This is an optimization exercise on Yosys and OpenROAD, whose aim is small area, a short achievable clock period and few clock cycles, not a production implementation.
In this exercise RTL edits were held to simulation tests only and were not proved equivalent to the original.
Power figures rest on the tool's default switching activity, not on a simulated workload.

$ cat flow/design.v
module CHIP(clk,
            rst_n,
            mem_wen_D,
            mem_addr_D,
            mem_wdata_D,
            mem_rdata_D,
            mem_addr_I,
            mem_rdata_I);
    input         clk, rst_n ;
    output        mem_wen_D  ;
    output [31:0] mem_addr_D ;
    output [31:0] mem_wdata_D;
    input  [31:0] mem_rdata_D;
    output [31:0] mem_addr_I ;
    input  [31:0] mem_rdata_I;
    reg  [31:0] pcF;
    reg         vD;
    reg  [31:0] irD, pcD;
    reg         vE;
    reg  [ 4:0] rdE;
    reg         wenE, loadE, storeE, brE, jalrE, mdE, divE;
    reg         brGE, brLT;
    reg         subE;
    reg         selAddE, selAndE, selOrE, selXorE, selSltE, selSllE, selSrlE;
    reg         fwdAE, fwdBE, fwdSE;
    reg  [31:0] opAE, opBE, sdE;
    reg         wenM, loadM, storeM;
    reg  [ 4:0] rdM;
    reg  [31:0] resM, sdM;
    assign mem_addr_I  = pcF;
    assign mem_addr_D  = resM;
    assign mem_wdata_D = sdM;
    assign mem_wen_D   = storeM;
    wire [4:0] opc  = irD[6:2];
    wire [4:0] rs1D = irD[19:15];
    wire [4:0] rs2D = irD[24:20];
    wire [4:0] rdD  = irD[11:7];
    wire [2:0] f3D  = irD[14:12];
    wire isOP    = (opc == 5'b01100);
    wire isOPIMM = (opc == 5'b00100);
    wire isLOAD  = (opc == 5'b00000);
    wire isSTORE = (opc == 5'b01000);
    wire isAUIPC = (opc == 5'b00101);
    wire isJAL   = (opc == 5'b11011);
    wire isJALR  = (opc == 5'b11001);
    wire isBR    = (opc == 5'b11000);
    wire opLogic = (f3D == 3'b111) || (f3D == 3'b110);
    wire isMD    = isOP & irD[25] & ~opLogic;
    wire isDIV   = (f3D == 3'b100);
    wire brSelf  = isBR & (rs1D == rs2D);
    wire usesRs1  = isOP | isOPIMM | isLOAD | isSTORE | isJALR | (isBR & ~brSelf);
    wire usesRs2  = isOP | isSTORE | (isBR & ~brSelf);
    wire writesRd = (isOP | isOPIMM | isLOAD | isAUIPC | isJAL | isJALR) & (rdD != 5'd0);
    wire [31:0] immI = {{20{irD[31]}}, irD[31:20]};
    wire [31:0] immS = {{20{irD[31]}}, irD[31:25], irD[11:7]};
    wire [31:0] immB = {{20{irD[31]}}, irD[7], irD[30:25], irD[11:8], 1'b0};
    wire [31:0] immU = {irD[31:12], 12'b0};
    wire [31:0] immJ = {{12{irD[31]}}, irD[19:12], irD[20], irD[30:21], 1'b0};
    wire dSub = isBR | (isOP & ~irD[25] & irD[30] & ~opLogic & ~isDIV);
    wire dAnd = isOP & (f3D == 3'b111);
    wire dOr  = isOP & (f3D == 3'b110);
    wire dXor = isOP & isDIV & ~irD[25];
    wire dSlt = isOPIMM & (f3D == 3'b010);
    wire dSll = isOPIMM & (f3D == 3'b001);
    wire dSrl = isOPIMM & (f3D == 3'b101);
    wire dAdd = ~(dAnd | dOr | dXor | dSlt | dSll | dSrl);
    wire [31:0] wbData = loadM ? mem_rdata_D : resM;
    wire [31:0] rf1, rf2;
    regfile rf0(
        .clk(clk), .rst_n(rst_n),
        .we(wenM), .wa(rdM), .wd(wbData),
        .ra1(rs1D), .ra2(rs2D),
        .q1(rf1), .q2(rf2));
    wire hitM1 = wenM & (rdM == rs1D);
    wire hitM2 = wenM & (rdM == rs2D);
    wire [31:0] rs1v = hitM1 ? wbData : rf1;
    wire [31:0] rs2v = hitM2 ? wbData : rf2;
    wire        mdBusy, mdDone, mdWen;
    wire [ 4:0] mdRd;
    wire [31:0] mdRes;
    wire        inject = mdDone & ~vE;
    wire        mdPend = mdBusy & ~inject & mdWen;
    wire hitE1 = (vE & wenE & ~mdE & (rdE == rs1D)) | (inject & mdWen & (mdRd == rs1D));
    wire hitE2 = (vE & wenE & ~mdE & (rdE == rs2D)) | (inject & mdWen & (mdRd == rs2D));
    wire loadUse = vE & loadE & wenE &
                   ((usesRs1 & (rdE == rs1D)) | (usesRs2 & (rdE == rs2D)));
    wire mdDepE  = vE & mdE & wenE &
                   ((usesRs1 & (rdE == rs1D)) | (usesRs2 & (rdE == rs2D)) | (writesRd & (rdE == rdD)));
    wire mdDepU  = mdPend &
                   ((usesRs1 & (mdRd == rs1D)) | (usesRs2 & (mdRd == rs2D)) | (writesRd & (mdRd == rdD)));
    wire stallD  = vD & (loadUse | mdDepE | mdDepU);
    wire        takenE;
    wire [31:0] aluSum;
    wire        mdReplay;
    wire        redirE = vE & (jalrE | (brE & takenE) | mdReplay);
    wire [31:0] redirTgtE = jalrE ? aluSum : sdE;
    wire        redirD = vD & (isJAL | brSelf) & ~stallD & ~redirE;
    wire [31:0] tgtD   = pcD + (isJAL ? immJ : immB);
    always @(posedge clk or negedge rst_n) begin
        if (!rst_n) begin
            pcF <= 32'h00010000;
            vD  <= 1'b0;
        end
        else begin
            if (redirE)       pcF <= redirTgtE;
            else if (redirD)  pcF <= tgtD;
            else if (!stallD) pcF <= pcF + 32'd4;
            if (redirE | redirD) vD <= 1'b0;
            else if (!stallD)    vD <= 1'b1;
        end
    end
    always @(posedge clk) begin
        if (!stallD) begin
            irD <= mem_rdata_I;
            pcD <= pcF;
        end
    end
    wire goE = vD & ~stallD & ~redirE;    
    always @(posedge clk or negedge rst_n) begin
        if (!rst_n) begin
            vE <= 1'b0;
            wenE <= 1'b0;
            loadE <= 1'b0;
            storeE <= 1'b0;
            brE <= 1'b0;
            jalrE <= 1'b0;
            mdE <= 1'b0;
        end
        else begin
            vE     <= goE;
            wenE   <= goE & writesRd;
            loadE  <= goE & isLOAD;
            storeE <= goE & isSTORE;
            brE    <= goE & isBR & ~brSelf;
            jalrE  <= goE & isJALR;
            mdE    <= goE & isMD;
        end
    end
    always @(posedge clk) begin
        rdE   <= rdD;
        divE  <= isDIV;
        brGE  <= (f3D == 3'b101);
        brLT  <= (f3D == 3'b100);
        subE  <= dSub | dSlt | isMD;
        selAddE <= dAdd;
        selAndE <= dAnd;
        selOrE  <= dOr;
        selXorE <= dXor;
        selSltE <= dSlt;
        selSllE <= dSll;
        selSrlE <= dSrl;
        fwdAE <= usesRs1 & hitE1;
        fwdBE <= (isOP | isBR) & hitE2;
        fwdSE <= isSTORE & hitE2;
        opAE  <= (isAUIPC | isJAL) ? pcD : rs1v;
        opBE  <= (isOP | isBR) ? rs2v :
                 isJAL   ? 32'd4 :
                 isSTORE ? immS :
                 isAUIPC ? immU : immI;
        sdE   <= isBR ? tgtD : isMD ? pcD : rs2v;
    end
    wire [31:0] A  = fwdAE ? resM : opAE;
    wire [31:0] B  = fwdBE ? resM : opBE;
    wire [31:0] SD = fwdSE ? resM : sdE;
    wire [32:0] addOut = {1'b0, A} + {1'b0, subE ? ~B : B} + {32'd0, subE};
    assign aluSum = addOut[31:0];
    wire   geu    = addOut[32];           
    wire   eqE    = (A == B);
    assign takenE = eqE | (brGE & ~aluSum[31]) | (brLT & aluSum[31]);
    wire [31:0] Arev, shr, shl;
    genvar k;
    generate
        for (k = 0; k < 32; k = k + 1) begin : rev
            assign Arev[k] = A[31-k];
            assign shl[k]  = shr[31-k];
        end
    endgenerate
    wire [31:0] shIn = selSllE ? Arev : A;
    assign shr = shIn >> B[4:0];
    wire        aZero = (A == 32'd0);
    wire        bZero = (B == 32'd0);
    wire        mdQuick = divE ? (bZero | ~geu) : (aZero | bZero);
    assign      mdReplay = mdE & ~mdQuick & mdBusy;
    wire        mdStart = vE & mdE & ~mdQuick & ~mdBusy;
    wire        mdSel = vE & mdE;
    wire [31:0] resE = inject ? mdRes :
                       mdSel  ? {32{divE & bZero}} :
                       ({32{selAddE}} & aluSum)
                     | ({32{selAndE}} & (A & B))
                     | ({32{selOrE }} & (A | B))
                     | ({32{selXorE}} & (A ^ B))
                     | ({32{selSltE}} & {31'd0, ~geu})
                     | ({32{selSllE}} & shl)
                     | ({32{selSrlE}} & shr);
    muldiv md0(
        .clk(clk), .rst_n(rst_n),
        .start(mdStart), .div(divE), .swap(~geu), .rd(rdE), .wen(wenE),
        .a(A), .b(B), .ack(inject),
        .busy(mdBusy), .done(mdDone), .rdOut(mdRd), .wenOut(mdWen), .res(mdRes));
    always @(posedge clk or negedge rst_n) begin
        if (!rst_n) begin
            wenM   <= 1'b0;
            loadM  <= 1'b0;
            storeM <= 1'b0;
        end
        else begin
            wenM   <= (inject & mdWen) | (wenE & ~(mdE & ~mdQuick));
            loadM  <= loadE;
            storeM <= storeE;
        end
    end
    always @(posedge clk) begin
        rdM  <= inject ? mdRd : rdE;
        resM <= resE;
        sdM  <= SD;
    end
endmodule
module regfile(clk, rst_n, we, wa, wd, ra1, ra2, q1, q2);
    input         clk, rst_n, we;
    input  [ 4:0] wa, ra1, ra2;
    input  [31:0] wd;
    output [31:0] q1, q2;
    reg [31:0] r [0:31];
    reg [31:1] rv;
    integer i;
    always @(posedge clk) begin
        for (i = 1; i < 32; i = i + 1)
            if (we && wa == i) r[i] <= wd;
    end
    always @(posedge clk or negedge rst_n) begin
        if (!rst_n) rv <= 31'd0;
        else if (we && wa != 5'd0) rv[wa] <= 1'b1;
    end
    wire [31:0] rvx = {rv, 1'b0};
    wire [31:0] raw1 = r[ra1];
    wire [31:0] raw2 = r[ra2];
    wire [31:0] init1 = (ra1 == 5'd2) ? 32'hBFFFFFF0 : (ra1 == 5'd3) ? 32'h10008000 : 32'd0;
    wire [31:0] init2 = (ra2 == 5'd2) ? 32'hBFFFFFF0 : (ra2 == 5'd3) ? 32'h10008000 : 32'd0;
    assign q1 = rvx[ra1] ? raw1 : init1;
    assign q2 = rvx[ra2] ? raw2 : init2;
endmodule
module muldiv(clk, rst_n, start, div, swap, rd, wen, a, b, ack, busy, done, rdOut, wenOut, res);
    input         clk, rst_n;
    input         start, div, swap, wen, ack;
    input  [ 4:0] rd;
    input  [31:0] a, b;
    output        busy, done;
    output [ 4:0] rdOut;
    output        wenOut;
    output [31:0] res;
    localparam IDLE = 3'd0, MUL = 3'd1, NORM = 3'd2, DIV = 3'd3, DONE = 3'd4;
    reg  [ 2:0] st;
    reg  [31:0] x;       
    reg  [31:0] y;       
    reg  [31:0] p;       
    reg  [ 4:0] cnt;
    reg  [ 4:0] rdq;
    reg         wenq, isDiv;
    assign busy   = (st != IDLE);
    assign done   = (st == DONE);
    assign rdOut  = rdq;
    assign wenOut = wenq;
    assign res    = isDiv ? y : p;
    wire [31:0] pp0 = y[0] ? x : 32'd0;
    wire [31:0] pp1 = y[1] ? {x[30:0], 1'b0} : 32'd0;
    wire [31:0] pp2 = y[2] ? {x[29:0], 2'b0} : 32'd0;
    wire [31:0] mulNext = p + pp0 + pp1 + pp2;
    wire [31:0] xNext = {x[28:0], 3'b000};
    wire [31:0] yNext = {3'b000, y[31:3]};
    wire        mulLast = (yNext == 32'd0) | (xNext == 32'd0);
    wire [32:0] dif = {1'b0, p} - {1'b0, x};
    wire        qbit = ~dif[32];
    wire [31:0] qNext = {y[30:0], qbit};
    wire        divLast = (cnt == 5'd0);
    wire [31:0] sm;
    assign sm[31] = p[31];
    genvar g;
    generate
        for (g = 30; g >= 0; g = g - 1) begin : smear
            assign sm[g] = sm[g+1] | p[g];
        end
    endgenerate
    wire can1 = ~x[31] & ((({x[30:0], 1'b0}) & ~sm) == 32'd0);
    wire can4 = (x[31:28] == 4'd0) & ((({x[27:0], 4'b0}) & ~sm) == 32'd0);
    always @(posedge clk or negedge rst_n) begin
        if (!rst_n) st <= IDLE;
        else begin
            case (st)
                IDLE: if (start) st <= div ? NORM : MUL;
                MUL:  if (mulLast) st <= DONE;
                NORM: if (!can1 && divLast) st <= DONE;
                      else if (!can1) st <= DIV;
                DIV:  if (divLast) st <= DONE;
                DONE: if (ack) st <= IDLE;
                default: st <= IDLE;
            endcase
        end
    end
    always @(posedge clk) begin
        case (st)
            IDLE: begin
                cnt <= 5'd0;
                rdq <= rd;
                wenq <= wen;
                isDiv <= div;
                if (div) begin
                    p <= a;
                    x <= b;
                    y <= 32'd0;
                end
                else begin
                    p <= 32'd0;
                    x <= swap ? b : a;
                    y <= swap ? a : b;
                end
            end
            MUL: begin
                p <= mulNext;
                x <= xNext;
                y <= yNext;
            end
            NORM, DIV: begin
                if (st == NORM && can4) begin
                    x <= {x[27:0], 4'b0};
                    cnt <= cnt + 5'd4;
                end
                else if (st == NORM && can1) begin
                    x <= {x[30:0], 1'b0};
                    cnt <= cnt + 5'd1;
                end
                else begin
                    if (qbit) p <= dif[31:0];
                    y <= qNext;
                    x <= {1'b0, x[31:1]};
                    cnt <= cnt - 5'd1;
                end
            end
            default: begin
            end
        endcase
    end
endmodule
$ cat flow/flow/run.sh
#!/bin/bash
set -euo pipefail
bash standard.sh SETUP_SLACK_MARGIN=8 finish > standard_make.log 2>&1
$ cat flow/standard.sh
#!/bin/bash
# synth_recipe.tcl (not shown) runs the flow's synth.tcl, then flattens the netlist and writes it again
# the make line also repeats each setting of config.mk as NAME=value (left out here)
make -C /OpenROAD-flow-scripts/flow DESIGN_CONFIG=/design/flow/config.mk WORK_HOME=/design/flow/orfs CLKGATE_MAP_FILE= SYNTH_SCRIPT=/design/flow/synth_recipe.tcl "${@:-finish}"
$ cat flow/config.mk
export PLATFORM = sky130hd
export DESIGN_NAME = CHIP
export DESIGN_NICKNAME = CHIP
export VERILOG_FILES = /design/flow/design.v
export SDC_FILE = /design/flow/constraint.sdc
export NUM_CORES = 8
export LEC_CHECK = 0
export CAP_MARGIN = 20
export CORE_MARGIN = 2
export CORE_UTILIZATION = 30
export SETUP_SLACK_MARGIN = 1.0
export SLEW_MARGIN = 20
$ cat flow/constraint.sdc
create_clock -name core_clock -period 12.0 [get_ports {clk}]
set_input_delay 2.4000 -clock core_clock [delete_from_list [all_inputs] [get_ports {clk}]]
set_output_delay 2.4000 -clock core_clock [all_outputs]
set_load 0.01 [all_outputs]
==> results of run 1 <==
## cell families (layout without fill, tap and decap cells)
kind of cell	count (synthesis)	after routing	synth area share [%]
multiplexers	316	316	5.06
XOR/XNOR	198	198	2.26
adder cells (fa/ha/maj)	272	272	5.05
flip-flops	1422	1422	52.7
other	0	38	0
AND/OR/NAND/NOR	1661	1662	10.4
AO/OA/AOI/OAI	2283	2284	20.9
buffers and inverters	710	1295	3.67
## layout by cell type (no fill, tap or decap), types with 62 or more instances in the layout
master           count
mux2_2              76
nor2_4              75
xor2_1              70
mux2i_1            130
a222oi_1            79
nand4_1            118
a21oi_1            287
nor3_1              80
xnor2_1            101
buf_6               87
nor2_1             207
edfxtp_1          1162
buf_4              441
inv_1              188
ha_1               171
o21ai_0            256
nand3_1            127
clkbuf_16          161
o211ai_1            73
clkdlybuf4s50_1     62
a21o_1              87
a221oi_1            77
dfxtp_1            146
a22oi_1            759
o21ai_1             64
nand2_1            606
## Yosys cell counts, types with 49 or more instances
| master | n | area [um2] |
|---|---|---|
| clkbuf_1 | 350 | 1310 |
| fa_1 | 64 | 1280 |
| a211oi_1 | 62 | 465 |
| mux2_2 | 86 | 968 |
| a222oi_1 | 79 | 791 |
| inv_1 | 205 | 769 |
| buf_1 | 60 | 225 |
| edfxtp_1 | 1162 | 34900 |
| xor2_1 | 82 | 718 |
| a221oi_1 | 81 | 709 |
| buf_2 | 71 | 355 |
| nor4_1 | 62 | 388 |
| a21o_1 | 91 | 683 |
| o21ai_0 | 357 | 1790 |
| nand3_1 | 136 | 681 |
| ha_1 | 207 | 2590 |
| nor3_1 | 94 | 470 |
| dfxtp_1 | 183 | 3660 |
| dfrtp_1 | 76 | 1900 |
| o211ai_1 | 73 | 548 |
| nand2_1 | 642 | 2410 |
| and2_1 | 50 | 313 |
| o21a_1 | 49 | 368 |
| a22oi_1 | 759 | 5700 |
| mux2i_1 | 177 | 1770 |
| a21oi_1 | 356 | 1780 |
| nand4_1 | 118 | 738 |
| nor2_1 | 294 | 1100 |
| xnor2_1 | 116 | 1020 |
| a22o_1 | 52 | 455 |
## metal layers
layer	up-vias	global-route usage, %	share of wire (%)
met5	-	0.0548	0.057
li1	27900	-	-
met2	7871	45.1	41
met3	2622	14.7	16
met4	28	28.5	12
met1	35400	35.1	31
## metrics by stage
step	total power, mW	std cells	setup WS [ns]	hold slack, ns
2_1_floorplan	11.4	6862	7.75	0.331
3_3_place_gp	14.4	10100	5.73	0.344
3_5_place_dp	14.5	10100	5.64	0.358
4_1_cts	20.8	10700	7.29	0.371
5_1_grt	22.3	10800	7.14	0.376
6_report	21.8	10900	7.25	0.369
## layout make-up
cell class | instances | area [um2]
Clock buffer | 195 | 4180
Inverter | 215 | 848
Fill cell | 24200 | 158000
Clock inverter | 90 | 1110
Antenna cell | 38 | 95.1
Multi-Input combinational cell | 4732 | 37600
Sequential cell | 1422 | 40600
Tap cell | 3366 | 4210
Timing Repair Buffer | 795 | 8230
## worst register-to-register path, cell delays in order, from the launching register on
cell and delay, ns:
edfxtp_1 0.41, buf_12 0.16, nand2_4 0.05, fa_1 0.55, inv_2 0.04, fa_1 0.46
ha_2 0.21, fa_2 0.38, a21oi_4 0.21, o21ai_4 0.10, a221o_2 0.45, o211ai_1 0.18
buf_4 0.15, a31oi_4 0.12, a41oi_4 0.25, nand2b_1 0.11, a21oi_2 0.21, xnor2_2 0.12
a221o_1 0.31
## how the worst min path moves through the flow
stage | startpoint | end | slack (ns)
5_1_grt | storeE$_DFF_PN0_ | storeM$_DFF_PN0_ | 0.38
6_report | storeE$_DFF_PN0_ | storeM$_DFF_PN0_ | 0.37
3_5_place_dp | storeE$_DFF_PN0_ | storeM$_DFF_PN0_ | 0.36
3_3_place_gp | storeE$_DFF_PN0_ | storeM$_DFF_PN0_ | 0.34
4_1_cts | storeE$_DFF_PN0_ | storeM$_DFF_PN0_ | 0.37
2_1_floorplan | storeE$_DFF_PN0_ | storeM$_DFF_PN0_ | 0.33
## where the power goes
part | switching, mW | internal (mW) | leakage (nW) | total (mW)
Clock | 2.23 | 2.79 | 2.53 | 5.02
Sequential | 0.886 | 6.51 | 13.3 | 7.40
Combinational | 5.90 | 3.49 | 18.9 | 9.40
## repair_timing
action | 4_1_cts | 5_1_grt
pin swaps | 178 | 129
resized for setup | 910 | 329
setup buffers | 294 | 86
hold buffers | 0 | 0
endpoints found under the setup margin | 433 | 261
endpoints found under the hold margin | 0 | 0
gates cloned | 37 | 2
==> run summary, run 1 <==
outcome timing/DRC/antenna clean; Clk Latency, worst-skew pair 0.88 ns; max reg flops 992; CP endpoint kind flop; Register-to-Register Path Depth 18; Most flops, register rf0.r; most numerous cell on the critical path fa_1; worst-path fanout max 8; CTS tree done; Worst Path Buf+Inv 3; vias in the first global route 68300; Leak 34.7 nW; Synth Area per Inst 11.2 um2; Synth Register Bits 1422; Worst Hold Class reg -> reg; # setup viols final 0; dpl cell area 83100 um2; Worst path depth 18; Fin. Hold Viols 0; CP arrival 5.34 ns; delay-heaviest family, CP compound AO/OA/AOI/OAI gates; Ys Warns 36; Max clock buf depth 3; power per cell area 225 nW/um2; crit path from md0.y[0]$_DFFE_PP_; Worst Setup EP md0.p[28]$_DFFE_PP_; area of the core 254000 um2; Placer Congestion 1.03; Critical R2R Launch md0.y[0]$_DFFE_PP_; Tightest Pin Transition 1.21 ns; crit path cell chain buf_12 -> nand2_4 -> fa_1 -> inv_2 -> fa_1 -> ha_2 -> fa_2 -> a21oi_4 -> o21ai_4 -> a221o_2 -> o211ai_1 -> buf_4 -> a31oi_4 -> a41oi_4 -> nand2b_1 -> a21oi_2 -> xnor2_2 -> a221o_1; initial antenna violation count 57; Crit path required time 12.58 ns; fmax 0.210 GHz; Unique masters post-synth 106; drt via density 6.80; NumNets Final 7658; DR WL/cell 39.4 um; Horiz. Die Dim 510 um; Post-route DRC 0; Max Cap Viol 0; CP max stage cell fa_1; period utilization 39.6%; Slew Limit Fails 0; Post-synth EDFFs 1162; Post-Route Setup TNS 0 ns; dpl hpwl 250000 um; prevailing post-synth register cell edfxtp_1; global-route wire length before repair 571000 um; I/O pin count 163; Buffers on Ports 160; pin count of the biggest net entering global routing 78; TritonCTS Buffers 155; Critical Path Start Type flop; r2r endpoint md0.p[28]$_DFFE_PP_; Hold Path Depth 0; final antenna-violating net count 0; Synth async-reset ratio 5.41%; Area Growth Syn to Fin 26.1%; Design Area, Final 96900 um2; htree depth 4; synthesized area 76900 um2; minimum clock period 4.75 ns; Worst path max stage delay 0.55 ns; grt ovf 0; VDD IR-drop max 0.174 mV; Die Ht 510 um; RSZ-0062 raised after global routing yes; via count 73800; R2R Setup Slk 7.25 ns; Initial Util 30.2%; DRT Wirelength 428000 um; clock root buffer clkbuf_16; post-route core utilization 38.1%; FP Rows 185; Slew HR 19.5%; sequential element share of the synthesized area 52.7%; initial DRC count 15800; clock sinks 1422; share of post-route cells with drive strength above 1 23.3%; clock-pin slew on the worst setup and hold paths 0.06 ns; final clock skew 0.0711 ns; Post-Synthesis Cells 6862; drt pass-1 iters 10; Die ar. 260000 um2; Post-Syn Nets 7199; critical path class reg -> reg; Total Routing Usage GR 31.6%
Testbench counts, summed over its fixed seeds: cycles 27,187.
==> run 2, diff against run 1 <==
==> flow/run.sh (new file) <==
#!/bin/bash
# synth_recipe.tcl (not shown) runs the flow's synth.tcl, then flattens the netlist and writes it again
# the make line also repeats each setting of config.mk as NAME=value (left out here)
make -C /OpenROAD-flow-scripts/flow DESIGN_CONFIG=/design/flow/config.mk WORK_HOME=/design/flow/orfs CLKGATE_MAP_FILE= SYNTH_SCRIPT=/design/flow/synth_recipe.tcl finish
removed: flow/flow/run.sh
removed: flow/standard.sh
==> run 2 against run 1 <==
Net effect: count of clock-buffer cells in the layout down 7; fmax decreased by 25%; combinational power decreased by 23%.
==> run summary, run 2 <==
Synth Area in Compound Gates 20.9%; drt via density 6.76; Ys Warns 36; prevailing post-synth register cell edfxtp_1; clock-pin slew on the worst setup and hold paths 0.06 ns; fmax 0.158 GHz; initial antenna violation count 34; Most flops, register rf0.r; period utilization 52.7%; # setup viols final 0; Post-route DRC 0; Area Growth Syn to Fin 14.8%; Setup Buffers After CTS 0; via count 70400; CP endpoint kind flop; sequential element share of the synthesized area 52.7%; largest family of logic cells by synthesized area compound AO/OA/AOI/OAI gates; NumNets Final 7234; FP Rows 185; Yosys top cell area share 45.4%; Die ar. 260000 um2; synthesized area 76900 um2; I/O pin count 163; XOR/XNOR Fraction of Synth Area 2.26%; dpl cell area 83000 um2; cts hold-fix bufs 0; clock root buffer clkbuf_16; CP arrival 6.89 ns; Initial Util 30.2%; dominant cell by count in the synthesized netlist edfxtp_1; worst-path fanout max 65; Critical Path Start Type flop; VDD IR-drop max 0.199 mV; Post-Synthesis Cells 6862; Post-Synth Adder-Cell Area 5.05%; grt ovf 0; pin count of the biggest net entering global routing 76; Design Area, Final 88300 um2; area of the core 254000 um2; critical path class reg -> reg; Max Cap Viol 0; minimum clock period 6.33 ns; Unique masters post-synth 106; delay-heaviest family, CP compound AO/OA/AOI/OAI gates; post-synth top area cell edfxtp_1; final clock skew 0.0975 ns; clock sinks 1422; Max clock buf depth 3; Fin. Hold Viols 0; max reg flops 992; most frequent cells in the layout edfxtp_1 (1162), a22oi_1 (759), nand2_1 (639), a21oi_1 (356), o21ai_0 (352); Die Ht 510 um; CTS tree done; commonest non-fill, non-tap cell in the layout edfxtp_1; Slew Limit Fails 0; Crit path required time 12.56 ns; htree depth 4; Total Routing Usage GR 30.4%; Worst path max stage delay 0.90 ns; simple-gate share of the synthesized area 10.4%; Tightest Pin Transition 1.42 ns; Synth async-reset ratio 5.41%; Buffers on Ports 160; post-cts resize count 0; final antenna-violating net count 0; Synth Register Bits 1422; vias in the first global route 65400; TritonCTS Buffers 152; outcome timing/DRC/antenna clean; Slew HR 4.61%; DRT Wirelength 409000 um; power per cell area 224 nW/um2; Worst Path Buf+Inv 3; global-route wire length before repair 549000 um; Placer Congestion 1.07; RSZ-0062 raised after global routing no; share of post-route cells with drive strength above 1 11.1%; Leak 31.1 nW; initial DRC count 16500; Area contributors post-synth edfxtp_1 (45%), a22oi_1 (7.4%), dfxtp_1 (4.8%); top post-synthesis cells by count edfxtp_1 (1162), a22oi_1 (759), nand2_1 (642); Horiz. Die Dim 510 um; dpl hpwl 254000 um; Synth Area per Inst 11.2 um2; crit path cell chain buf_4 -> mux2i_1 -> inv_1 -> fa_1 -> a21oi_1 -> o211a_1 -> o21bai_2 -> nand2_1 -> o211ai_2 -> o211ai_1 -> or2_1 -> a21o_2 -> buf_4 -> mux2i_1 -> a31oi_1 -> o21ai_0; Clk Latency, worst-skew pair 0.89 ns; post-synthesis mux area share 5.06%; drt pass-1 iters 14; Post-Syn Nets 7199; CP max stage cell mux2i_1; Post-synth EDFFs 1162; Post-Route Setup TNS 0 ns; Worst Slack Setup Final 5.67 ns; Placement Setup Slack 5.86 ns; Worst Hold Class reg -> reg; DR WL/cell 39.3 um
run 2: cell types whose count changed in the layout (fill, tap and decap cells not counted), moves of 36 or more:
| cell | delta |
|---|---|
| buf_6 | -86 |
| dlygate4sd2_1 | -58 |
| clkdlybuf4s50_1 | +97 |
| o21ai_1 | -45 |
| a21oi_1 | +69 |
| o21ai_2 | -43 |
| buf_12 | -61 |
| a211oi_1 | +37 |
| o21ai_0 | +96 |
| ha_1 | +36 |
| a21oi_2 | -43 |
| buf_4 | -225 |
| mux2i_4 | -37 |
run 2: logic make-up after synthesis:
logic type	after synthesis
mux	316
simple gates	1661
xor+xnor	198
flops	1422
fa+ha+maj	272
buf+inv	710
compound gates	2283
run 2: where the power goes:
part	internal (mW)	switching (mW)
sequential	6.47	1.07
clock	2.80	2.20
combinational	2.48	4.76
total	11.8	8.03
run 2: metrics by stage:
stage / total power, mW / hold WS, ns / util, % / std cells
detailed placement: 14.5 / 0.336 / 32.6 / 10100
floorplan: 11.3 / 0.331 / - / 6862
CTS: 19.4 / 0.349 / 34.7 / 10400
global placement: 14.4 / 0.334 / 32.6 / 10100
finish: 19.8 / 0.348 / 34.7 / 10400
global route: 20.3 / 0.369 / 34.7 / 10400
run 2: cell type report:
type	instances	area, um2
Multi-Input combinational cell	4730	34300
Fill cell	25000	166000
Antenna cell	17	42.5
Clock buffer	188	4040
Inverter	215	807
Timing Repair Buffer	376	3220
Sequential cell	1422	40500
Tap cell	3366	4210
Clock inverter	91	1170
run 2: metal layers:
metal	part of all wire, %	track usage, %	routed length, um	vias up
met5	0.043	0.0365	176	-
li1	-	-	-	27000
met3	17	13.3	69600	1983
met1	34	36.8	137000	34000
met4	9.4	22.1	38400	26
met2	40	42.5	163000	7379
run 2: worst paths after layout:
path	startpoint	end	slack [ns]	cells after the start
max	fwdAE$_DFF_P_	md0.y[0]$_DFFE_PP_	5.67	16
min	storeE$_DFF_PN0_	storeM$_DFF_PN0_	0.35	0
max reg2reg	fwdAE$_DFF_P_	md0.y[0]$_DFFE_PP_	5.67	16
min reg2reg	storeE$_DFF_PN0_	storeM$_DFF_PN0_	0.35	0
max in group asynchronous	rst_n	loadM$_DFF_PN0_	9.33	2
min in group asynchronous	rst_n	pcF[30]$_DFFE_PN0P_	1.48	1
run 2: worst reg2reg max path, cell delays in order (launching register included):
cell	delay (ns)
dfxtp_2	0.31
buf_4	0.58
mux2i_1	0.93
inv_1	0.30
fa_1	0.49
a21oi_1	0.30
o211a_1	0.29
o21bai_2	0.14
nand2_1	0.11
o211ai_2	0.13
o211ai_1	0.33
or2_1	0.32
a21o_2	0.17
buf_4	0.58
mux2i_1	0.18
a31oi_1	0.70
o21ai_0	0.20
==> run 3, diff against run 2 <==
--- a/flow/design.v
+++ b/flow/design.v
@@ -17,5 +17,5 @@
     reg         vD;
     reg  [31:0] irD, pcD;
-    reg         vE;
+    reg         vE, killE;
     reg  [ 4:0] rdE;
     reg         wenE, loadE, storeE, brE, jalrE, mdE, divE;
@@ -23,5 +23,4 @@
     reg         subE;
     reg         selAddE, selAndE, selOrE, selXorE, selSltE, selSllE, selSrlE;
-    reg         fwdAE, fwdBE, fwdSE;
     reg  [31:0] opAE, opBE, sdE;
     reg         wenM, loadM, storeM;
@@ -76,14 +75,18 @@
     wire [31:0] rs1v = hitM1 ? wbData : rf1;
     wire [31:0] rs2v = hitM2 ? wbData : rf2;
+    wire vEff = vE & ~killE;
     wire        mdBusy, mdDone, mdWen;
     wire [ 4:0] mdRd;
     wire [31:0] mdRes;
-    wire        inject = mdDone & ~vE;
+    wire        inject = mdDone & ~vEff;
     wire        mdPend = mdBusy & ~inject & mdWen;
-    wire hitE1 = (vE & wenE & ~mdE & (rdE == rs1D)) | (inject & mdWen & (mdRd == rs1D));
-    wire hitE2 = (vE & wenE & ~mdE & (rdE == rs2D)) | (inject & mdWen & (mdRd == rs2D));
-    wire loadUse = vE & loadE & wenE &
+    wire hitE1 = (vEff & wenE & ~mdE & (rdE == rs1D)) | (inject & mdWen & (mdRd == rs1D));
+    wire hitE2 = (vEff & wenE & ~mdE & (rdE == rs2D)) | (inject & mdWen & (mdRd == rs2D));
+    wire [31:0] resE;
+    wire [31:0] rs1f = hitE1 ? resE : rs1v;
+    wire [31:0] rs2f = hitE2 ? resE : rs2v;
+    wire loadUse = vEff & loadE & wenE &
                    ((usesRs1 & (rdE == rs1D)) | (usesRs2 & (rdE == rs2D)));
-    wire mdDepE  = vE & mdE & wenE &
+    wire mdDepE  = vEff & mdE & wenE &
                    ((usesRs1 & (rdE == rs1D)) | (usesRs2 & (rdE == rs2D)) | (writesRd & (rdE == rdD)));
     wire mdDepU  = mdPend &
@@ -93,8 +96,8 @@
     wire [31:0] aluSum;
     wire        mdReplay;
-    wire        redirE = vE & (jalrE | (brE & takenE) | mdReplay);
+    wire        redirE = vEff & (jalrE | (brE & takenE) | mdReplay);
     wire [31:0] redirTgtE = jalrE ? aluSum : sdE;
-    wire        redirD = vD & (isJAL | brSelf) & ~stallD & ~redirE;
-    wire [31:0] tgtD   = pcD + (isJAL ? immJ : immB);
+    wire        redirD = vD & (isJAL | brSelf) & ~stallD;
+    wire [31:0] tgtD   = pcD + (irD[3] ? immJ : immB);
     always @(posedge clk or negedge rst_n) begin
         if (!rst_n) begin
@@ -116,8 +119,9 @@
         end
     end
-    wire goE = vD & ~stallD & ~redirE;    
+    wire goE = vD & ~stallD;
     always @(posedge clk or negedge rst_n) begin
         if (!rst_n) begin
             vE <= 1'b0;
+            killE <= 1'b0;
             wenE <= 1'b0;
             loadE <= 1'b0;
@@ -129,4 +133,5 @@
         else begin
             vE     <= goE;
+            killE  <= redirE;
             wenE   <= goE & writesRd;
             loadE  <= goE & isLOAD;
@@ -150,17 +155,14 @@
         selSllE <= dSll;
         selSrlE <= dSrl;
-        fwdAE <= usesRs1 & hitE1;
-        fwdBE <= (isOP | isBR) & hitE2;
-        fwdSE <= isSTORE & hitE2;
-        opAE  <= (isAUIPC | isJAL) ? pcD : rs1v;
-        opBE  <= (isOP | isBR) ? rs2v :
+        opAE  <= (isAUIPC | isJAL) ? pcD : rs1f;
+        opBE  <= (isOP | isBR) ? rs2f :
                  isJAL   ? 32'd4 :
                  isSTORE ? immS :
                  isAUIPC ? immU : immI;
-        sdE   <= isBR ? tgtD : isMD ? pcD : rs2v;
+        sdE   <= isBR ? tgtD : isMD ? pcD : rs2f;
     end
-    wire [31:0] A  = fwdAE ? resM : opAE;
-    wire [31:0] B  = fwdBE ? resM : opBE;
-    wire [31:0] SD = fwdSE ? resM : sdE;
+    wire [31:0] A  = opAE;
+    wire [31:0] B  = opBE;
+    wire [31:0] SD = sdE;
     wire [32:0] addOut = {1'b0, A} + {1'b0, subE ? ~B : B} + {32'd0, subE};
     assign aluSum = addOut[31:0];
@@ -182,7 +184,7 @@
     wire        mdQuick = divE ? (bZero | ~geu) : (aZero | bZero);
     assign      mdReplay = mdE & ~mdQuick & mdBusy;
-    wire        mdStart = vE & mdE & ~mdQuick & ~mdBusy;
-    wire        mdSel = vE & mdE;
-    wire [31:0] resE = inject ? mdRes :
+    wire        mdStart = vEff & mdE & ~mdQuick & ~mdBusy;
+    wire        mdSel = mdE;
+    assign      resE = inject ? mdRes :
                        mdSel  ? {32{divE & bZero}} :
                        ({32{selAddE}} & aluSum)
@@ -205,7 +207,7 @@
         end
         else begin
-            wenM   <= (inject & mdWen) | (wenE & ~(mdE & ~mdQuick));
-            loadM  <= loadE;
-            storeM <= storeE;
+            wenM   <= (inject & mdWen) | (wenE & ~killE & ~(mdE & ~mdQuick));
+            loadM  <= loadE & ~killE;
+            storeM <= storeE & ~killE;
         end
     end
@@ -264,8 +266,7 @@
     wire [31:0] pp0 = y[0] ? x : 32'd0;
     wire [31:0] pp1 = y[1] ? {x[30:0], 1'b0} : 32'd0;
-    wire [31:0] pp2 = y[2] ? {x[29:0], 2'b0} : 32'd0;
-    wire [31:0] mulNext = p + pp0 + pp1 + pp2;
-    wire [31:0] xNext = {x[28:0], 3'b000};
-    wire [31:0] yNext = {3'b000, y[31:3]};
+    wire [31:0] mulNext = p + pp0 + pp1;
+    wire [31:0] xNext = {x[29:0], 2'b00};
+    wire [31:0] yNext = {2'b00, y[31:2]};
     wire        mulLast = (yNext == 32'd0) | (xNext == 32'd0);
     wire [32:0] dif = {1'b0, p} - {1'b0, x};
==> flow/flow/run.sh (new file) <==
#!/bin/bash
set -euo pipefail
bash standard.sh SETUP_SLACK_MARGIN=8 finish > standard_make.log 2>&1
==> flow/standard.sh (new file) <==
#!/bin/bash
# synth_recipe.tcl (not shown) runs the flow's synth.tcl, then flattens the netlist and writes it again
# the make line also repeats each setting of config.mk as NAME=value (left out here)
make -C /OpenROAD-flow-scripts/flow DESIGN_CONFIG=/design/flow/config.mk WORK_HOME=/design/flow/orfs CLKGATE_MAP_FILE= SYNTH_SCRIPT=/design/flow/synth_recipe.tcl "${@:-finish}"
removed: flow/run.sh
==> run 3 against run 2 <==
Net effect: still clean; combinational power down 7.5%; worst hold slack better by 0.0039 ns; via count increased by 4.8%; sequential share of layout area shrank 2.3 points; synthesized area about the same; final cell count rose by 3.3%; clock power up 3%; die area about the same; core utilization rose by 1.9 points; first-iteration DRC count shrank 2.6%; critical endpoint is now sdE[25]$_DFF_P_; highest routed layer unchanged.
==> run summary, run 3 <==
Worst Path Buf+Inv 3; Most flops, register rf0.r; Post-Syn Nets 7288; CP max stage cell or3_1; dominant cell by count in the synthesized netlist edfxtp_1; via count 73800; Total Routing Usage GR 30.5%; Area Growth Syn to Fin 21.1%; XOR/XNOR Fraction of Synth Area 2.05%; power per cell area 205 nW/um2; outcome timing/DRC/antenna clean; max reg flops 992; Die Ht 510 um; Hold Path End sdM[26]$_DFF_P_; initial DRC count 16100; Post-synth EDFFs 1162; Yosys top cell area share 45.4%; Post-route DRC 0; drt pass-1 iters 13; simple-gate share of the synthesized area 11.3%; drt via density 6.86; Buffers on Ports 160; TritonCTS Buffers 157; post-route insts no fill 10700; DRT Wirelength 416000 um; Fin. Hold Viols 0; largest family of logic cells by synthesized area compound AO/OA/AOI/OAI gates; vias in the first global route 67500; Die ar. 260000 um2; commonest non-fill, non-tap cell in the layout edfxtp_1; most numerous cell on the critical path buf_6; Slew Limit Fails 0; Tightest Pin Transition 1.31 ns; Initial Util 30.2%; Post-Synthesis Cells 6981; minimum clock period 4.35 ns; area of the core 254000 um2; crit path cell chain buf_12 -> or3_1 -> nor2_4 -> buf_6 -> buf_6 -> a22oi_1 -> o21ai_0 -> nor3_1 -> a211oi_4 -> o221ai_1 -> o311a_1 -> a21oi_1 -> a21o_1; share of post-route cells with drive strength above 1 18.1%; final antenna-violating net count 0; sequential element share of the synthesized area 52.6%; placed cell count 10200; Ys Warns 36; Horiz. Die Dim 510 um; clock-pin slew on the worst setup and hold paths 0.06 ns; Max Cap Viol 0; Post-Synth Adder-Cell Area 4.28%; CP endpoint kind flop; Clk Latency, worst-skew pair 0.89 ns; most frequent cells in the layout edfxtp_1 (1162), a22oi_1 (837), nand2_1 (473), a21oi_1 (332), nor2_1 (318); Worst Hold Class reg -> reg; post-synth top area cell edfxtp_1; synthesized area 76900 um2; crit path from irD[22]$_DFFE_PN_; Critical R2R Launch irD[22]$_DFFE_PN_; Critical Path Start Type flop; DR WL/cell 38.7 um; CP arrival 5.15 ns; final clock skew 0.0776 ns; Leak 33.1 nW; Slew HR 11.6%; Crit path required time 12.79 ns; initial antenna violation count 35; grt ovf 0; FP Rows 185; clock sinks 1420; htree depth 4; delay-heaviest family, CP compound AO/OA/AOI/OAI gates; Synth Area per Inst 11.0 um2; # setup viols final 0; fmax 0.230 GHz; prevailing post-synth register cell edfxtp_1; period utilization 36.3%; Post-Route Setup TNS 0 ns; VDD IR-drop max 0.111 mV; Max clock buf depth 3; Synth async-reset ratio 5.49%; Register-to-Register Path Depth 13; post-synthesis mux area share 4.59%; NumNets Final 7529; Worst path max stage delay 0.56 ns; Placer Congestion 1.02; Hold Path Depth 0; Area contributors post-synth edfxtp_1 (45%), a22oi_1 (8.2%), dfxtp_1 (4.7%); Synth Area in Compound Gates 21.2%; R2R Setup Slk 7.65 ns; CTS tree done; critical path class reg -> reg; Synth Register Bits 1420; Unique masters post-synth 93; r2r endpoint sdE[25]$_DFF_P_; I/O pin count 163; cts hold-fix bufs 0; top post-synthesis cells by count edfxtp_1 (1162), a22oi_1 (839), nand2_1 (487); worst-path fanout max 29; pin count of the biggest net entering global routing 58; global-route wire length before repair 556000 um; Hold Crit Start sdE[26]$_DFF_P_; RSZ-0062 raised after global routing yes; dpl hpwl 253000 um; clock root buffer clkbuf_16
run 3: worst max path at each step:
stage | cells after the start | slack (ns) | to
CTS | 13 | 7.87 | sdE[25]$_DFF_P_
floorplan | 14 | 8.01 | md0.x[5]$_DFFE_PP_
detailed placement | 8 | 6.30 | opBE[14]$_DFF_P_
finish | 13 | 7.65 | sdE[25]$_DFF_P_
global route | 16 | 7.84 | pcF[11]$_DFFE_PN0P_
global placement | 8 | 6.36 | opBE[14]$_DFF_P_
run 3: repair_timing:
action | in CTS | in global routing
endpoints found under the setup margin | 481 | 264
pin swaps | 47 | 83
cloned | 16 | 9
setup buffers | 108 | 65
resized for setup | 518 | 284
run 3: cells by family after synthesis:
kind of cell,count (synthesis)
AO/OA/AOI/OAI,2309
AND/OR/NAND/NOR,1787
flip-flops,1420
buffers and inverters,776
multiplexers,267
adder cells (fa/ha/maj),242
XOR/XNOR,180
run 3: metrics by stage:
step | setup WS, ns | power, mW | instance area, um2 | hold slack (ns) | utilization [%]
2_1_floorplan | 8.01 | 10.3 | 76900 | 0.324 | -
3_3_place_gp | 6.36 | 12.9 | 83100 | 0.344 | 32.7
4_1_cts | 7.87 | 18.3 | 91100 | 0.354 | 35.8
3_5_place_dp | 6.30 | 12.9 | 83100 | 0.343 | 32.7
5_1_grt | 7.84 | 19.5 | 93000 | 0.356 | 36.6
6_report | 7.65 | 19.1 | 93100 | 0.352 | 36.6
run 3: routing by layer:
metal | part of all wire [%] | wire, um | vias to the layer above | global-route usage [%]
li1 | - | - | 28000 | -
met1 | 34 | 140000 | 35400 | 36.9
met2 | 40 | 166000 | 8041 | 42.7
met3 | 17 | 69000 | 2327 | 13.3
met4 | 9.9 | 41100 | 28 | 22.8
met5 | 0.16 | 675 | - | 0.987
run 3: cell type report:
cell class,count,area (um2)
repair buffers,570,5450
inverters,279,1090
well taps,3366,4210
diodes,29,72.6
clock inverters,106,1250
repair inverters,6,30.0
flip-flops and latches,1420,40600
fillers,24700,161000
clock buffers,184,4210
multi-input cells,4788,36200
run 3: power by group:
part | switching, mW | leakage, nW | internal [mW]
logic | 4.43 | 17.2 | 2.27
registers | 0.794 | 13.3 | 6.40
clock network | 2.24 | 2.63 | 2.92
Testbench counts of run 3, summed over its fixed seeds: cycles 27,649.
==> run 4, diff against run 3 <==
--- a/flow/design.v
+++ b/flow/design.v
@@ -20,5 +20,5 @@
     reg  [ 4:0] rdE;
     reg         wenE, loadE, storeE, brE, jalrE, mdE, divE;
-    reg         brGE, brLT;
+    reg         brGE, brLT, off4E, off8E;
     reg         subE;
     reg         selAddE, selAndE, selOrE, selXorE, selSltE, selSllE, selSrlE;
@@ -48,4 +48,6 @@
     wire isDIV   = (f3D == 3'b100);
     wire brSelf  = isBR & (rs1D == rs2D);
+    wire off4D   = ~irD[31] & ~irD[7] & (irD[30:25] == 6'd0) & (irD[11:8] == 4'd2);
+    wire off8D   = ~irD[31] & ~irD[7] & (irD[30:25] == 6'd0) & (irD[11:8] == 4'd4);
     wire usesRs1  = isOP | isOPIMM | isLOAD | isSTORE | isJALR | (isBR & ~brSelf);
     wire usesRs2  = isOP | isSTORE | (isBR & ~brSelf);
@@ -96,7 +98,8 @@
     wire [31:0] aluSum;
     wire        mdReplay;
-    wire        redirE = vEff & (jalrE | (brE & takenE) | mdReplay);
+    wire        redirE = vEff & (jalrE | (brE & takenE & ~off4E & ~off8E) | mdReplay);
+    wire        skipD  = vEff & brE & takenE & off8E;
     wire [31:0] redirTgtE = jalrE ? aluSum : sdE;
-    wire        redirD = vD & (isJAL | brSelf) & ~stallD;
+    wire        redirD = vD & (isJAL | (brSelf & ~off4D)) & ~stallD;
     wire [31:0] tgtD   = pcD + (irD[3] ? immJ : immB);
     always @(posedge clk or negedge rst_n) begin
@@ -106,9 +109,9 @@
         end
         else begin
-            if (redirE)       pcF <= redirTgtE;
-            else if (redirD)  pcF <= tgtD;
-            else if (!stallD) pcF <= pcF + 32'd4;
-            if (redirE | redirD) vD <= 1'b0;
-            else if (!stallD)    vD <= 1'b1;
+            if (redirE)                pcF <= redirTgtE;
+            else if (redirD & ~skipD)  pcF <= tgtD;
+            else if (!stallD)          pcF <= pcF + 32'd4;
+            if (redirE | (redirD & ~skipD) | (skipD & stallD)) vD <= 1'b0;
+            else if (!stallD)                                  vD <= 1'b1;
         end
     end
@@ -133,5 +136,5 @@
         else begin
             vE     <= goE;
-            killE  <= redirE;
+            killE  <= redirE | skipD;
             wenE   <= goE & writesRd;
             loadE  <= goE & isLOAD;
@@ -147,4 +150,6 @@
         brGE  <= (f3D == 3'b101);
         brLT  <= (f3D == 3'b100);
+        off4E <= off4D;
+        off8E <= off8D;
         subE  <= dSub | dSlt | isMD;
         selAddE <= dAdd;
==> run 4 against run 3 <==
Net effect: power is 1.7% lower; core utilization is 0.41 points lower; synthesized cell count is 0.70% higher; via count is 1.9% lower; final cell count hardly changed; die area hardly changed; sequential cell count is 2 higher; worst hold slack better by 0.0025 ns; clock power is 1% lower; first-iteration DRC count is 1.4% lower; sequential power is 1% lower.
==> run summary, run 4 <==
outcome timing/DRC/antenna clean; sequential element share of the synthesized area 52.7%; Slew HR 14.3%; Worst path max stage delay 0.55 ns; global-route wire length before repair 550000 um; top post-synthesis cells by count edfxtp_1 (1162), a22oi_1 (855), nand2_1 (529); clock power share 27.2%; Critical Path Start Type flop; Seq pwr share 38.1%; Placer Congestion 1.00; delay-heaviest family, CP simple AND/OR/NAND/NOR gates; Leak 32.6 nW; VDD IR-drop max 0.180 mV; Post-synth EDFFs 1162; dpl hpwl 250000 um; # setup viols final 0; drt via density 6.74; fmax 0.240 GHz; Post-Syn Nets 7337; Post-route DRC 0; Most flops, register rf0.r; Initial Util 30.2%; initial DRC count 15800; FP Rows 185; htree depth 4; Die ar. 260000 um2; commonest non-fill, non-tap cell in the layout edfxtp_1; CP endpoint kind flop; Total Routing Usage GR 30.2%; synthesized area 76800 um2; Unique masters post-synth 100; post-route core utilization 36.2%; most frequent cells in the layout edfxtp_1 (1162), a22oi_1 (854), nand2_1 (517), a21oi_1 (391), nor2_1 (335); Switching Share 39.0%; placed cell count 10300; Fin Hold WS 0.355 ns; clock sinks 1422; prevailing post-synth register cell edfxtp_1; initial antenna violation count 27; Post-Synthesis Cells 7030; Area Growth Syn to Fin 19.8%; Synth async-reset ratio 5.49%; dominant cell by count in the synthesized netlist edfxtp_1; max reg flops 992; DR WL/cell 38.4 um; GRT met2 Usage 44.0%; minimum clock period 4.17 ns; worst-path fanout max 29; final clock skew 0.0915 ns; post-route insts no fill 10700; internal power 11.4 mW; crit path cell chain buf_12 -> and3b_1 -> buf_4 -> and2_2 -> buf_6 -> a22oi_1 -> nand4_1 -> or4_1 -> a31oi_2 -> a211oi_1 -> a21o_2 -> nor2_1 -> nor2_1; met1 usage 35.8%; period utilization 34.7%; Fin. Hold Viols 0; pin count of the biggest net entering global routing 65; Buffers on Ports 160; Max clock buf depth 3; drt pass-1 iters 11; Tightest Pin Transition 1.27 ns; Die Ht 510 um; power per cell area 203 nW/um2; dpl cell area 82800 um2; final antenna-violating net count 0; Psw 7.31 mW; Area contributors post-synth edfxtp_1 (45%), a22oi_1 (8.4%), dfxtp_1 (4.7%); met3 GRT Util 12.6%; share of post-route cells with drive strength above 1 17.4%; Ys Warns 36; GRT Max-Usage Layer met2; Slew Limit Fails 0; DRT Wirelength 412000 um; CTS tree done; Synth Register Bits 1422; Worst Path Buf+Inv 3; Max Cap Viol 0; Horiz. Die Dim 510 um; RSZ-0062 raised after global routing yes; most numerous cell on the critical path nor2_1; I/O pin count 163; TritonCTS Buffers 155; Design Area, Final 92100 um2; via count 72400; CP max stage cell or4_1; critical path class reg -> reg; Post-Route Setup TNS 0 ns; grt ovf 0; vias in the first global route 67200; Crit path required time 12.68 ns; clock root buffer clkbuf_16; post-synth top area cell edfxtp_1; Yosys top cell area share 45.4%; NumNets Final 7531; area of the core 254000 um2; clock-pin slew on the worst setup and hold paths 0.06 ns; combinational power share 34.8%; Synth Area per Inst 10.9 um2; Worst Hold Class reg -> reg; CP arrival 4.85 ns; Clk Latency, worst-skew pair 0.87 ns
==> run 4: changes by cell type after synthesis, sizes merged, moves of 15 or more <==
cell | previous run | this run
nand3 | 169 | 184
o31ai | 20 | 36
o21ai | 277 | 300
a211oi | 53 | 77
buf | 106 | 169
a22oi | 839 | 855
a21oi | 380 | 431
mux2i | 151 | 109
o221ai | 62 | 36
o22ai | 50 | 33
nor3 | 150 | 125
clkbuf | 391 | 355
nand2 | 487 | 529
==> run 4: area by class of cell <==
type	count	area (um2)
timing repair buffer	554	5260
tap	3366	4210
timing repair inverter	3	15.0
clock inverter	94	1190
antenna	16	40.0
sequential	1422	40600
fill	24700	162000
clock buffer	196	4150
inverter	276	1070
multi-input combinational	4812	35500
==> run 4: cells by family (layout without fill, tap and decap cells) <==
family          after synthesis  count (layout)  synth area share, %
xor+xnor                    189             189                 2.17
simple gates               1815            1818                 11.4
buf+inv                     800            1123                 4.16
fa+ha+maj                   241             241                 4.27
mux                         235             236                 4.19
flops                      1422            1422                 52.7
compound gates             2328            2328                 21.1
other cells                   0              16                    0
==> run 4: worst register-to-register path: stages (launching register included) <==
cell and delay (ns):
edfxtp_1 0.37, buf_12 0.25, and3b_1 0.26, buf_4 0.22
and2_2 0.40, buf_6 0.32, a22oi_1 0.27, nand4_1 0.10
or4_1 0.55, a31oi_2 0.48, a211oi_1 0.19, a21o_2 0.31
nor2_1 0.15, nor2_1 0.13
==> run 4: final timing paths <==
check / end / slack, ns / startpoint / cells past startpoint
worst max-delay path: sdE[8]$_DFF_P_ / 7.83 / irD[24]$_DFFE_PN_ / 13
worst min-delay path: sdM[23]$_DFF_P_ / 0.35 / sdE[23]$_DFF_P_ / 0
worst max register to register: sdE[8]$_DFF_P_ / 7.83 / irD[24]$_DFFE_PN_ / 13
worst min register to register: sdM[23]$_DFF_P_ / 0.35 / sdE[23]$_DFF_P_ / 0
max in group asynchronous: loadM$_DFF_PN0_ / 9.21 / rst_n / 2
min in group asynchronous: vD$_DFFE_PN0P_ / 1.58 / rst_n / 1
==> run 4: per-layer routing <==
metal	share of wire, %	wire length, um	vias up
li1	-	-	27900
met2	41	171000	7310
met4	9.1	37500	24
met5	0.081	335	-
met1	33	138000	35100
met3	16	66300	2103
==> run 4: through the flow <==
step	total power, mW	setup slack [ns]
finish	18.7	7.83
global route	19.2	7.85
CTS	18.1	7.89
detailed placement	12.7	6.63
global placement	12.7	6.65
floorplan	10.1	8.01
==> run 4: timing repair <==
item,in CTS,in global routing
setup endpoints to repair,440,256
gates resized for setup,472,265
gates cloned,10,7
pin swaps,30,68
buffers inserted,76,78
hold buffers,0,0
==> run 4: power by group through the flow <==
stage,clock [mW],combinational [mW],sequential (mW)
2_1_floorplan,0,3.32,6.80
3_3_place_gp,0,5.46,7.22
3_5_place_dp,0,5.52,7.22
4_1_cts,5.08,5.92,7.08
5_1_grt,5.27,6.77,7.14
6_report,5.09,6.51,7.13
Testbench counts of run 4, summed over its fixed seeds: cycles 27,056.
==> run 5, diff against run 4 <==
--- a/flow/design.v
+++ b/flow/design.v
@@ -15,5 +15,5 @@
     input  [31:0] mem_rdata_I;
     reg  [31:0] pcF;
-    reg         vD;
+    reg         vD, jumpedD;
     reg  [31:0] irD, pcD;
     reg         vE, killE;
@@ -98,9 +98,25 @@
     wire [31:0] aluSum;
     wire        mdReplay;
-    wire        redirE = vEff & (jalrE | (brE & takenE & ~off4E & ~off8E) | mdReplay);
-    wire        skipD  = vEff & brE & takenE & off8E;
+    wire        redirE = vEff & (jalrE | (brE & takenE & ~off4E & (~off8E | jumpedD)) | mdReplay);
+    wire        skipD  = vEff & brE & takenE & off8E & ~jumpedD;
     wire [31:0] redirTgtE = jalrE ? aluSum : sdE;
-    wire        redirD = vD & (isJAL | (brSelf & ~off4D)) & ~stallD;
+    wire [11:0] immLoD = irD[3] ? immJ[11:0] : immB[11:0];
+    wire [12:0] loD    = {1'b0, pcD[11:0]} + {1'b0, immLoD};
+    wire        hiMissD = (loD[12] != irD[31]);
+    wire        redirD = vD & ~stallD & (jumpedD ? hiMissD : (isJAL | (brSelf & ~off4D)));
+    wire [31:0] ir = mem_rdata_I;
+    wire        jalF  = (ir[6:2] == 5'b11011);
+    wire        selfF = (ir[6:2] == 5'b11000) & (ir[19:15] == ir[24:20]);
+    wire        fitF  = (ir[19:12] == {8{ir[31]}});
+    wire        jumpF = (jalF & fitF) | selfF;
+    wire [11:0] loJF  = pcF[11:0] + {ir[20], ir[30:21], 1'b0};
+    wire [11:0] loBF  = pcF[11:0] + {ir[7], ir[30:25], ir[11:8], 1'b0};
+    wire [31:0] tgtF  = {pcF[31:12], ir[3] ? loJF : loBF};
     wire [31:0] tgtD   = pcD + (irD[3] ? immJ : immB);
+    wire        keepF     = redirE | (redirD & ~skipD) | stallD;
+    wire        takeJumpF = jumpF & ~keepF;
+    wire [31:0] pcNext    = redirE ? redirTgtE :
+                            (redirD & ~skipD) ? tgtD :
+                            stallD ? pcF : pcF + 32'd4;
     always @(posedge clk or negedge rst_n) begin
         if (!rst_n) begin
@@ -109,7 +125,5 @@
         end
         else begin
-            if (redirE)                pcF <= redirTgtE;
-            else if (redirD & ~skipD)  pcF <= tgtD;
-            else if (!stallD)          pcF <= pcF + 32'd4;
+            pcF <= takeJumpF ? tgtF : pcNext;
             if (redirE | (redirD & ~skipD) | (skipD & stallD)) vD <= 1'b0;
             else if (!stallD)                                  vD <= 1'b1;
@@ -120,4 +134,5 @@
             irD <= mem_rdata_I;
             pcD <= pcF;
+            jumpedD <= jumpF;
         end
     end
==> run 5 against run 4 <==
Net effect: critical endpoint is now opBE[11]$_DFF_P_; critical path depth shrank 3; count of clock-buffer cells in the layout shrank 16; largest cell class unchanged; core utilization grew 0.34 points; clock skew shrank 0.033 ns; critical path type unchanged; sequential share of layout area shrank 0.87 points; fmax shrank 0.51%; combinational power grew 8.9%; clock power shrank 4%; synthesized cell count grew 0.37%; synthesized area grew 1.1%; non-clock buffer count grew 89; worst setup slack lost 0.021 ns.
==> run summary, run 5 <==
outcome timing/DRC/antenna clean; Worst path max stage delay 0.97 ns; post-synth top area cell edfxtp_1; Worst Hold Class reg -> reg; fmax 0.239 GHz; final clock skew 0.0590 ns; I/O pin count 163; Placer Congestion 1.03; Critical Path Start Type flop; Register-to-Register Path Depth 10; Post-Route Setup TNS 0 ns; top post-synthesis cells by count edfxtp_1 (1163), a22oi_1 (838), nand2_1 (559); cts hold-fix bufs 0; vias in the first global route 68300; Area contributors post-synth edfxtp_1 (45%), a22oi_1 (8.1%), dfxtp_1 (4.7%); Tightest Pin Transition 1.24 ns; clock-pin slew on the worst setup and hold paths 0.06 ns; Die ar. 263000 um2; CTS tree done; Layout fillers 25000; CP endpoint kind flop; combinational power share 36.9%; Multi-input gate area 36900 um2; Yosys top cell area share 44.9%; Buffers on Ports 160; grt ovf 0; share of post-route cells with drive strength above 1 18.7%; CP arrival 4.95 ns; initial DRC count 14800; Post-Synthesis Cells 7056; clock sinks 1423; Slew Limit Fails 0; Area Growth Syn to Fin 20.9%; Die Ht 513 um; max reg flops 992; commonest non-fill, non-tap cell in the layout edfxtp_1; TritonCTS Buffers 150; Leak 33.6 nW; Horiz. Die Dim 513 um; critical path class reg -> reg; Max clock buf depth 3; pin count of the biggest net entering global routing 69; Hold Path Depth 0; post-route insts no fill 10900; Clk Latency, worst-skew pair 0.85 ns; Fin. Hold Viols 0; Initial Util 30.2%; drt via density 6.75; final antenna-violating net count 0; dpl hpwl 256000 um; VDD IR-drop max 0.122 mV; Switching Share 39.7%; drt pass-1 iters 11; initial antenna violation count 42; Synth Register Bits 1423; total power 19.2 mW; Seq pwr share 37.7%; Slew HR 16.3%; Ys Warns 36; Most flops, register rf0.r; dominant cell by count in the synthesized netlist edfxtp_1; Total Routing Usage GR 30.2%; clock root buffer clkbuf_16; clock power share 25.5%; crit path cell chain buf_12 -> mux4_2 -> nand2_1 -> a21oi_1 -> a221o_1 -> o221ai_1 -> a21oi_1 -> a21o_1 -> nor2_1 -> nor2_1; Post-synth EDFFs 1163; Psw 7.64 mW; DRT Wirelength 419000 um; # setup viols final 0; area of the core 257000 um2; minimum clock period 4.19 ns; worst-path fanout max 30; FP Rows 186; sequential standard cell area 40600 um2; most frequent cells in the layout edfxtp_1 (1163), a22oi_1 (834), nand2_1 (548), buf_4 (391), a21oi_1 (370); synthesized area 77700 um2; htree depth 4; RSZ-0062 raised after global routing yes; Synth async-reset ratio 5.48%; Post-route DRC 0; internal power 11.6 mW; Crit path required time 12.76 ns; power per cell area 205 nW/um2; Post-Syn Nets 7375; period utilization 34.9%; via count 73600; Max Cap Viol 0; sequential element share of the synthesized area 52.1%; Unique masters post-synth 110; CP max stage cell a221o_1; Synth Area per Inst 11.0 um2; global-route wire length before repair 558000 um; NumNets Final 7686; DR WL/cell 38.5 um; placed cell count 10400; prevailing post-synth register cell edfxtp_1
[run 5: logic make-up (layout without fill, tap and decap cells)]
logic type	count (synthesis)	in the layout	share of synthesized area (%)
and+or+nand+nor	1730	1732	10.8
muxes	279	279	4.75
other	0	30	0
AOI/OAI and AO/OA	2366	2366	21.4
DFF	1423	1423	52.1
buffers and inverters	777	1209	3.95
adders and majority gates	254	254	4.43
xor gates and xnor gates	227	227	2.56
[run 5: final timing paths]
kind	start	endpoint	slack, ns
min	sdE[28]$_DFF_P_	sdM[28]$_DFF_P_	0.35
min in group asynchronous	rst_n	pcF[29]$_DFFE_PN0P_	1.50
min reg2reg	sdE[28]$_DFF_P_	sdM[28]$_DFF_P_	0.35
max in group asynchronous	rst_n	pcF[11]$_DFFE_PN0P_	9.25
max	irD[20]$_DFFE_PN_	opBE[11]$_DFF_P_	7.81
max reg2reg	irD[20]$_DFFE_PN_	opBE[11]$_DFF_P_	7.81
[run 5: layer usage]
layer | vias to the layer above | GRT usage (%) | part of all wire [%]
li1 | 28300 | - | -
met1 | 35700 | 35.2 | 33
met2 | 7524 | 43.6 | 41
met3 | 2145 | 13.7 | 16
met4 | 36 | 21.6 | 9.0
met5 | - | 0.384 | 0.10
[run 5: cell type report]
type / instances / area share (%)
sequential: 1423 / 43.2
multi-input combinational: 4858 / 39.3
timing repair buffer: 643 / 6.31
tap: 3384 / 4.51
clock buffer: 180 / 4.21
inverter: 284 / 1.17
clock inverter: 95 / 1.16
antenna: 30 / 0.0799
timing repair inverter: 7 / 0.0373
[run 5: what timing repair did]
item                                    4_1_cts  5_1_grt
endpoints found under the setup margin      440      293
pin swaps                                    58       73
setup buffers                               111       97
cloned                                       12       11
resized for setup                           462      277
[run 5: power groups by stage]
stage	Clock [mW]	Sequential [mW]	Combinational, mW
2_1_floorplan	0	6.90	3.50
3_3_place_gp	0	7.32	5.87
3_5_place_dp	0	7.32	5.96
4_1_cts	4.88	7.19	6.40
5_1_grt	5.07	7.25	7.35
6_report	4.90	7.25	7.09
[run 5: worst max-delay path: cells and delay by family (launching register included)]
| kind | cells | cell delay, ns |
|---|---|---|
| AOI/OAI and AO/OA | 5 | 2.90 |
| buffers and inverters | 1 | 0.21 |
| DFF | 1 | 0.41 |
| muxes | 1 | 0.35 |
| and+or+nand+nor | 3 | 0.21 |
[run 5: per-stage QoR]
step                      util (%)  worst slack (ns)  hold slack [ns]  area, um2
after detailed placement      32.8              6.22            0.333      84400
after global routing          36.5              7.86            0.350      93900
final                         36.5              7.81            0.347      93900
after floorplan                  -              7.27            0.324      77800
after global placement        32.8              6.26            0.336      84300
after CTS                     35.7              7.88            0.345      91700
Testbench counts of run 5, summed over its fixed seeds: cycles 26,028.
==> run 6, diff against run 5 <==
==> flow/flow/run.sh (replaced) <==
#!/bin/bash
set -euo pipefail
bash standard.sh SETUP_SLACK_MARGIN=8 "BUFFER_PORTS_ARGS=-buffer_cell sky130_fd_sc_hd__buf_4" finish > standard_make.log 2>&1
==> run 6 against run 5 <==
Net effect: still clean on timing, DRC and antenna; critical path depth rose by 1; sequential cell count is the same; synthesized area unchanged; non-clock buffer count fell by 49; clock power grew 7.1%; via count is 0.46% lower; die area unchanged; combinational power is 0.8% lower; routed wire length about the same; largest power group unchanged; highest routed layer unchanged.
==> run summary, run 6 <==
Horiz. Die Dim 513 um; Worst Path Buf+Inv 2; RSZ-0062 raised after global routing yes; crit path cell chain buf_4 -> nor3b_4 -> and2_4 -> buf_6 -> a22oi_1 -> nand4_1 -> nor4_1 -> o31ai_1 -> o211ai_1 -> o21ai_0 -> a22o_1; sequential standard cell area 40600 um2; CP arrival 5.03 ns; Post-Synthesis Cells 7056; final clock skew 0.0894 ns; total power 19.5 mW; clock sinks 1423; Yosys top cell area share 44.9%; r2r endpoint opBE[7]$_DFF_P_; post-route insts no fill 10900; Hold Path End sdM[29]$_DFF_P_; DRT Wirelength 420000 um; # setup viols final 0; Total Routing Usage GR 30.3%; via count 73300; Clk Latency, worst-skew pair 0.89 ns; TritonCTS Buffers 157; post-synth top area cell edfxtp_1; outcome timing/DRC/antenna clean; I/O pin count 163; most frequent cells in the layout edfxtp_1 (1163), a22oi_1 (833), nand2_1 (553), buf_4 (507), a21oi_1 (378); final antenna-violating net count 0; DR WL/cell 38.6 um; CP endpoint kind flop; Slew HR 14.6%; synthesized area 77700 um2; vias in the first global route 67900; FP Rows 186; Slew Limit Fails 0; drt via density 6.75; Multi-input gate area 36800 um2; commonest non-fill, non-tap cell in the layout edfxtp_1; delay-heaviest family, CP compound AO/OA/AOI/OAI gates; area of the core 257000 um2; Hold Path Depth 0; initial DRC count 14900; CTS tree done; placed cell count 10400; Ys Warns 36; Post-Syn Nets 7375; critical path class reg -> reg; sequential element share of the synthesized area 52.1%; Unique masters post-synth 110; NumNets Final 7643; pin count of the biggest net entering global routing 68; minimum clock period 4.21 ns; Hold Crit Start sdE[29]$_DFF_P_; initial antenna violation count 45; power per cell area 209 nW/um2; Die Ht 513 um; R2R Setup Slk 7.79 ns; Fin Hold WS 0.364 ns; fmax 0.238 GHz; drt pass-1 iters 15; Post-synth EDFFs 1163; Post-Route Setup TNS 0 ns; Layout fillers 25000; max reg flops 992; share of post-route cells with drive strength above 1 19.7%; Area Growth Syn to Fin 20.5%; CP max stage cell o31ai_1; Area contributors post-synth edfxtp_1 (45%), a22oi_1 (8.1%), dfxtp_1 (4.7%); Fin. Hold Viols 0; global-route wire length before repair 560000 um; Critical Path Start Type flop; Initial Util 30.2%; worst-path fanout max 25; Buffers on Ports 160
-- run 6: changes by cell type in the layout (fill, tap and decap cells not counted), sizes merged, moves of 3 or more --
cell | before | now
bufinv | 16 | 22
dlymetal6s2s | 3 | 0
buf | 477 | 583
clkdlybuf4s50 | 51 | 0
dlygate4sd2 | 88 | 0
clkdlybuf4s15 | 10 | 0
clkinv | 67 | 63
inv | 281 | 284
diode | 30 | 25
clkinvlp | 22 | 29
-- run 6: repair_timing --
action | CTS | global route
cloned | 16 | 6
endpoints found under the setup margin | 317 | 243
buffers inserted | 88 | 66
resized for setup | 260 | 242
pin swaps | 57 | 74
-- run 6: cell families after synthesis --
kind of cell	after synthesis	share of synthesized area [%]
buf+inv	777	3.95
flops	1423	52.1
mux	279	4.75
compound gates	2366	21.4
fa+ha+maj	254	4.43
simple gates	1730	10.8
xor+xnor	227	2.56
-- run 6: worst register-to-register path, stage by stage, from the launching register on --
cell and delay (ns):
edfxtp_1 0.33, buf_4 0.42, nor3b_4 0.46, and2_4 0.51
buf_6 0.47, a22oi_1 0.19, nand4_1 0.12, nor4_1 0.07
o31ai_1 0.80, o211ai_1 0.21, o21ai_0 0.32, a22o_1 0.25
-- run 6: layout make-up --
| type | count | area share (%) |
|---|---|---|
| Antenna cell | 25 | 0.0668 |
| Clock inverter | 108 | 1.55 |
| Multi-Input combinational cell | 4858 | 39.3 |
| Tap cell | 3384 | 4.52 |
| Sequential cell | 1423 | 43.3 |
| Clock buffer | 183 | 4.38 |
| Timing Repair Buffer | 594 | 5.71 |
| Inverter | 284 | 1.17 |
| Timing Repair inverter | 6 | 0.0321 |
-- run 6: stage by stage --
stage / setup slack (ns) / instance area (um2) / util, %
6_report: 7.79 / 93700 / 36.4
5_1_grt: 7.78 / 93600 / 36.4
4_1_cts: 7.89 / 91800 / 35.7
3_5_place_dp: 6.32 / 84000 / 32.7
3_3_place_gp: 6.31 / 84000 / 32.7
2_1_floorplan: 7.27 / 77800 / -
-- run 6: worst max path at each step --
stage / from / to / slack (ns) / cells past startpoint
6_report: irD[23]$_DFFE_PN_ / opBE[7]$_DFF_P_ / 7.79 / 11
5_1_grt: md0.x[4]$_DFFE_PP_ / md0.cnt[4]$_SDFFCE_PP0P_ / 7.78 / 16
2_1_floorplan: mem_rdata_I[3] / pcF[10]$_DFFE_PN0P_ / 7.27 / 14
4_1_cts: subE$_DFF_P_ / sdE[29]$_DFF_P_ / 7.89 / 14
3_5_place_dp: subE$_DFF_P_ / sdE[29]$_DFF_P_ / 6.32 / 12
3_3_place_gp: subE$_DFF_P_ / sdE[29]$_DFF_P_ / 6.31 / 12
-- run 6: report_power, final --
| part | total [mW] | switching, mW | internal [mW] | leakage [nW] |
|---|---|---|---|---|
| Clock | 5.25 | 2.28 | 2.97 | 2.65 |
| Sequential | 7.26 | 0.831 | 6.43 | 13.3 |
| Combinational | 7.03 | 4.62 | 2.41 | 17.5 |
| Total | 19.5 | 7.72 | 11.8 | 33.5 |
-- run 6: layer usage --
| layer | GRT usage, % | up-vias | part of all wire [%] |
|---|---|---|---|
| met5 | 0.530 | - | 0.20 |
| met4 | 20.3 | 50 | 8.6 |
| met3 | 13.0 | 2113 | 16 |
| met2 | 44.1 | 7286 | 42 |
| met1 | 36.2 | 35600 | 34 |
| li1 | - | 28200 | - |

Setup slack of run 6, layout unchanged: 7.794 ns with ideal ports, 7.794 ns with driving cells assumed (clock clkbuf_16, inputs buf_2), 7.051 ns with port delays also shifted by the 0.938 ns mid clock arrival.
